Context: an optimization exercise on an open-source flow, tuned for small area. The choices shown serve that exercise and are no tape-out recipe.
Only simulation tests tie the RTL to the original design; equivalence was not proved.
Power and IR drop assume default switching activity.

## exp/juniper
==> flow/design.v (excerpt) <==
module PWMC(
        sys_clk,             
        sys_resetb,          
        SCL,
        SDA,
        sda_in,
        scl_in,
        short_i_0,
        open_i_0,
        overheat_0,
        overvoltage_0,
        undervoltage_0,
        short_i_1,
        open_i_1,
        overheat_1,
        overvoltage_1,
        undervoltage_1,
        short_i_2,
        open_i_2,
        overheat_2,
        overvoltage_2,
        undervoltage_2,
        short_i_3,
        open_i_3,
        overheat_3,
        overvoltage_3,
        undervoltage_3,                
        DATA_Brightness_o,
        CTS,
        pwm_o
        );
parameter ROW = 5'd0;                           
parameter COLUMN = 3'b1;                        
input               sys_clk;
input               sys_resetb;
output              SCL;
output              SDA;
input               sda_in;
input               scl_in;
input    [5:0]           short_i_0;
input    [5:0]           open_i_0;
input                    overheat_0;
input                    overvoltage_0;
input                    undervoltage_0;
input    [5:0]           short_i_1;
input    [5:0]           open_i_1;
input                    overheat_1;
input                    overvoltage_1;
input                    undervoltage_1;
input    [5:0]           short_i_2;
input    [5:0]           open_i_2;
input                    overheat_2;
input                    overvoltage_2;
input                    undervoltage_2;
input    [5:0]           short_i_3;
input    [5:0]           open_i_3;
input                    overheat_3;
input                    overvoltage_3;
input                    undervoltage_3;
output [191:0]       DATA_Brightness_o;
output              CTS;
output [23:0]       pwm_o;
wire                        scl_in_rs;
wire                        sda_in_rs;
wire                        scl_oen, sda_oen;
wire    [3:0]               CMD;
wire    [7:0]               Operand_ID;
wire    [1:0]               loop_count;
wire       init;
  ...
Size: ~7400 cells after synthesis, ~1100 flip-flops, roughly 280 I/O pins, about 58000 µm² of cells after synthesis.
clock: 10.0 ns
lec_check: 0
abc_area: 1
cap_margin: 20
core_margin: 2
core_utilization: 70
cts_buf_list: sky130_fd_sc_hd__clkbuf_8
cts_cluster_diameter: 60
cts_cluster_size: 12
place_density: 0.8
slew_margin: 20
standard.sh (not shown) runs the stock make flow with config.mk's settings and CLKGATE_MAP_FILE= SYNTH_SCRIPT=/design/flow/synth_recipe.tcl, a recipe that flattens the netlist after the stock synthesis.
==> flow/flow/run.sh <==
#!/bin/bash
# The standard layout (standard.sh, with config.mk's settings) with two
# changes passed to the ORFS scripts through their own variables:
#  - the port buffers use the smallest buffer cell (sky130_fd_sc_hd__buf_1);
#  - clock tree synthesis inserts no dummy loads.
# standard.sh's full output (make and every ORFS step) goes to standard_flow.log
# here; ORFS keeps each step's own log under orfs/logs/.
set -euo pipefail
export BUFFER_PORTS_ARGS="-buffer_cell sky130_fd_sc_hd__buf_1"
export CTS_ARGS="-sink_clustering_enable -repair_clock_nets -buf_list sky130_fd_sc_hd__clkbuf_8 -sink_clustering_size 12 -sink_clustering_max_diameter 60 -dont_use_dummy_load"
bash standard.sh > standard_flow.log 2>&1
Here is what was changed in the inputs of exp/delta compared with exp/juniper.
- a change of CTS_CLUSTER_DIAMETER from 60 to 40
- a change of CTS_CLUSTER_SIZE from 12 to 16
- a change of PLACE_DENSITY from 0.8 to 0.7
- a change of CORE_UTILIZATION from 70 to 60
diff --git a/flow/flow/run.sh b/flow/flow/run.sh
--- a/flow/flow/run.sh
+++ b/flow/flow/run.sh
@@ -8,4 +8,4 @@
 set -euo pipefail
 export BUFFER_PORTS_ARGS="-buffer_cell sky130_fd_sc_hd__buf_1"
-export CTS_ARGS="-sink_clustering_enable -repair_clock_nets -buf_list sky130_fd_sc_hd__clkbuf_8 -sink_clustering_size 12 -sink_clustering_max_diameter 60 -dont_use_dummy_load"
+export CTS_ARGS="-sink_clustering_enable -repair_clock_nets -buf_list sky130_fd_sc_hd__clkbuf_8 -sink_clustering_size 16 -sink_clustering_max_diameter 40 -dont_use_dummy_load"
 bash standard.sh > standard_flow.log 2>&1
Notes after the runs:
- In summary, exp/delta completed successfully, with a layout that passed the timing, DRC and antenna checks.
- From exp/juniper to exp/delta the numbers moved as follows: achievable clock frequency went up by 3.1 MHz, portion of the layout cell area used by clock cells rose 0.96 points.
- In exp/delta, the critical path depth came out 2 above the value in exp/juniper.
- Taking exp/juniper as the reference, in exp/delta layout overhead on the synthesized area now sits higher; DRC marker count from the first detailed-route iteration now sits lower.
- Sequential share of layout area on exp/delta is down relative to exp/juniper.
- exp/juniper → exp/delta: final critical-path setup slack rose 0.20 ns, combinational power higher, final wirelength saw an increase, routed metal-1 wirelength higher.
- The number of fillers in the final layout number comes out higher for exp/delta vs exp/juniper.
Changes in exp/sierra relative to exp/delta:
==> flow/run.sh (new file) <==
#!/bin/bash
# synth_recipe.tcl (not shown) runs the flow's synth.tcl, then flattens the netlist and writes it again
# the make line also repeats each setting of config.mk as NAME=value (left out here)
make -C /OpenROAD-flow-scripts/flow DESIGN_CONFIG=/design/flow/config.mk WORK_HOME=/design/flow/orfs CLKGATE_MAP_FILE= SYNTH_SCRIPT=/design/flow/synth_recipe.tcl finish
removed: flow/flow/run.sh
removed: flow/standard.sh
Result: PASS for each of exp/delta and exp/sierra
Looking only at sequential share of layout area, and setting everything else aside, the higher value of exp/delta and exp/sierra goes to exp/delta.
Combinational group share of total power: exp/sierra vs exp/delta down 0.3 points
exp/sierra falls short of exp/delta in fmax.
Compared with exp/delta, exp/sierra shows a critical path data required time that is 0.08 ns higher.
Met2 routing resource usage after global routing (exp/sierra over exp/delta): increase, 3.2 points
diff inputs: exp/sierra => exp/harbor
- changing CTS_CLUSTER_SIZE from 16 to 12
- changing CTS_CLUSTER_DIAMETER from 40 to 80
==> flow/flow/run.sh (new file) <==
#!/bin/bash
# The standard layout (standard.sh, with config.mk's settings) with two
# changes passed to the ORFS scripts through their own variables:
#  - the port buffers use the smallest buffer cell (sky130_fd_sc_hd__buf_1);
#  - clock tree synthesis inserts no dummy loads.
# standard.sh's full output (make and every ORFS step) goes to standard_flow.log
# here; ORFS keeps each step's own log under orfs/logs/.
set -euo pipefail
export BUFFER_PORTS_ARGS="-buffer_cell sky130_fd_sc_hd__buf_1"
export CTS_ARGS="-sink_clustering_enable -repair_clock_nets -buf_list sky130_fd_sc_hd__clkbuf_8 -sink_clustering_size 12 -sink_clustering_max_diameter 80 -dont_use_dummy_load"
bash standard.sh > standard_flow.log 2>&1
==> flow/standard.sh (new file) <==
#!/bin/bash
# synth_recipe.tcl (not shown) runs the flow's synth.tcl, then flattens the netlist and writes it again
# the make line also repeats each setting of config.mk as NAME=value (left out here)
make -C /OpenROAD-flow-scripts/flow DESIGN_CONFIG=/design/flow/config.mk WORK_HOME=/design/flow/orfs CLKGATE_MAP_FILE= SYNTH_SCRIPT=/design/flow/synth_recipe.tcl "${@:-finish}"
removed: flow/run.sh
Results
On placed wire-length estimate, exp/harbor and exp/sierra are neck and neck. [compare] base=exp/sierra new=exp/harbor: number of iterations in the first detailed-routing pass rose by 2; combinational cell fraction of total power went up; clock insertion delay at the later pin of the skew report lower; number of antenna violations at the first check in global routing went down by 3. Per the comparison of exp/harbor with exp/sierra, logic depth of the worst path, buffers included shrank by 19%, clock buffer count from CTS shrank by about 30%, clock skew grew by 0.015 ns, final area shrank by 3700 µm².
Changes in exp/maple relative to exp/harbor:
- changing CTS_CLUSTER_SIZE from 12 to 16
- changing CTS_CLUSTER_DIAMETER from 80 to 40
diff --git a/flow/flow/run.sh b/flow/flow/run.sh
--- a/flow/flow/run.sh
+++ b/flow/flow/run.sh
@@ -8,4 +8,4 @@
 set -euo pipefail
 export BUFFER_PORTS_ARGS="-buffer_cell sky130_fd_sc_hd__buf_1"
-export CTS_ARGS="-sink_clustering_enable -repair_clock_nets -buf_list sky130_fd_sc_hd__clkbuf_8 -sink_clustering_size 12 -sink_clustering_max_diameter 80 -dont_use_dummy_load"
+export CTS_ARGS="-sink_clustering_enable -repair_clock_nets -buf_list sky130_fd_sc_hd__clkbuf_8 -sink_clustering_size 12 -sink_clustering_max_diameter 60 -dont_use_dummy_load"
 bash standard.sh > standard_flow.log 2>&1
Findings:
exp/maple finished all stages; the layout is clean.
Diff exp/harbor -> exp/maple | total length of routed met2 wires | decrease of about 0.5%
Utilization after layout delta (exp/harbor -> exp/maple): insignificant
As far as sequential cell count goes, exp/harbor and exp/maple are indistinguishable; the numbers are identical.
On final worst slack, the lower figure sits with exp/harbor, not exp/maple.
Design area: exp/maple vs exp/harbor — no meaningful difference
For the total global routing track utilization, exp/maple came in 0.31 points lower than exp/harbor did.
As far as placed cell area goes, exp/harbor and exp/maple are indistinguishable; the numbers are identical.
The timing-limited maximum frequency in exp/maple was higher than what exp/harbor gave.
Of the two values seen for capturing instance or port of the critical path, IDU.DATA_linear0[5] was produced by exp/harbor and IDU.DATA_linear1[0] by exp/maple.
Count of clock buffers in the final design (exp/maple over exp/harbor): increase, 8.7%
Ratio of final minimum period to clock period ended up 0.40 points lower on exp/maple than on exp/harbor.

==> what the ideal ports hide <==
The results above use ideal ports. As a check the final layouts listed here were re-extracted and re-timed, cells and wires unchanged. Step 1 sets driving cells, clkbuf_16 on the clock port and buf_2 on the other inputs (assumed; they add their load-dependent delay and slew). Step 2 times the ports against the registers' clock, not the clock port: input delays grow and output delays shrink by t, the midpoint of the rising clock arrivals with the driver on. Three values: ideal, step 1, step 2; two values: the first two.
| run | shift t [ns] | setup slack, ns | slew at the worst register clock pin (ns) |
|---|---|---|---|
| exp/juniper | 0.856 | 1.957 / 1.957 / 1.957 | 0.10 / 0.10 |
| exp/delta | 0.947 | 2.154 / 2.154 / 2.154 | 0.10 / 0.10 |
| exp/sierra | 0.986 | 1.358 / 1.358 / 1.358 | 0.11 / 0.11 |
| exp/harbor | 0.931 | 2.204 / 2.204 / 2.204 | 0.11 / 0.11 |
| exp/maple | 0.952 | 2.244 / 2.244 / 2.244 | 0.10 / 0.10 |
After both steps setup and hold are still met in every run listed.
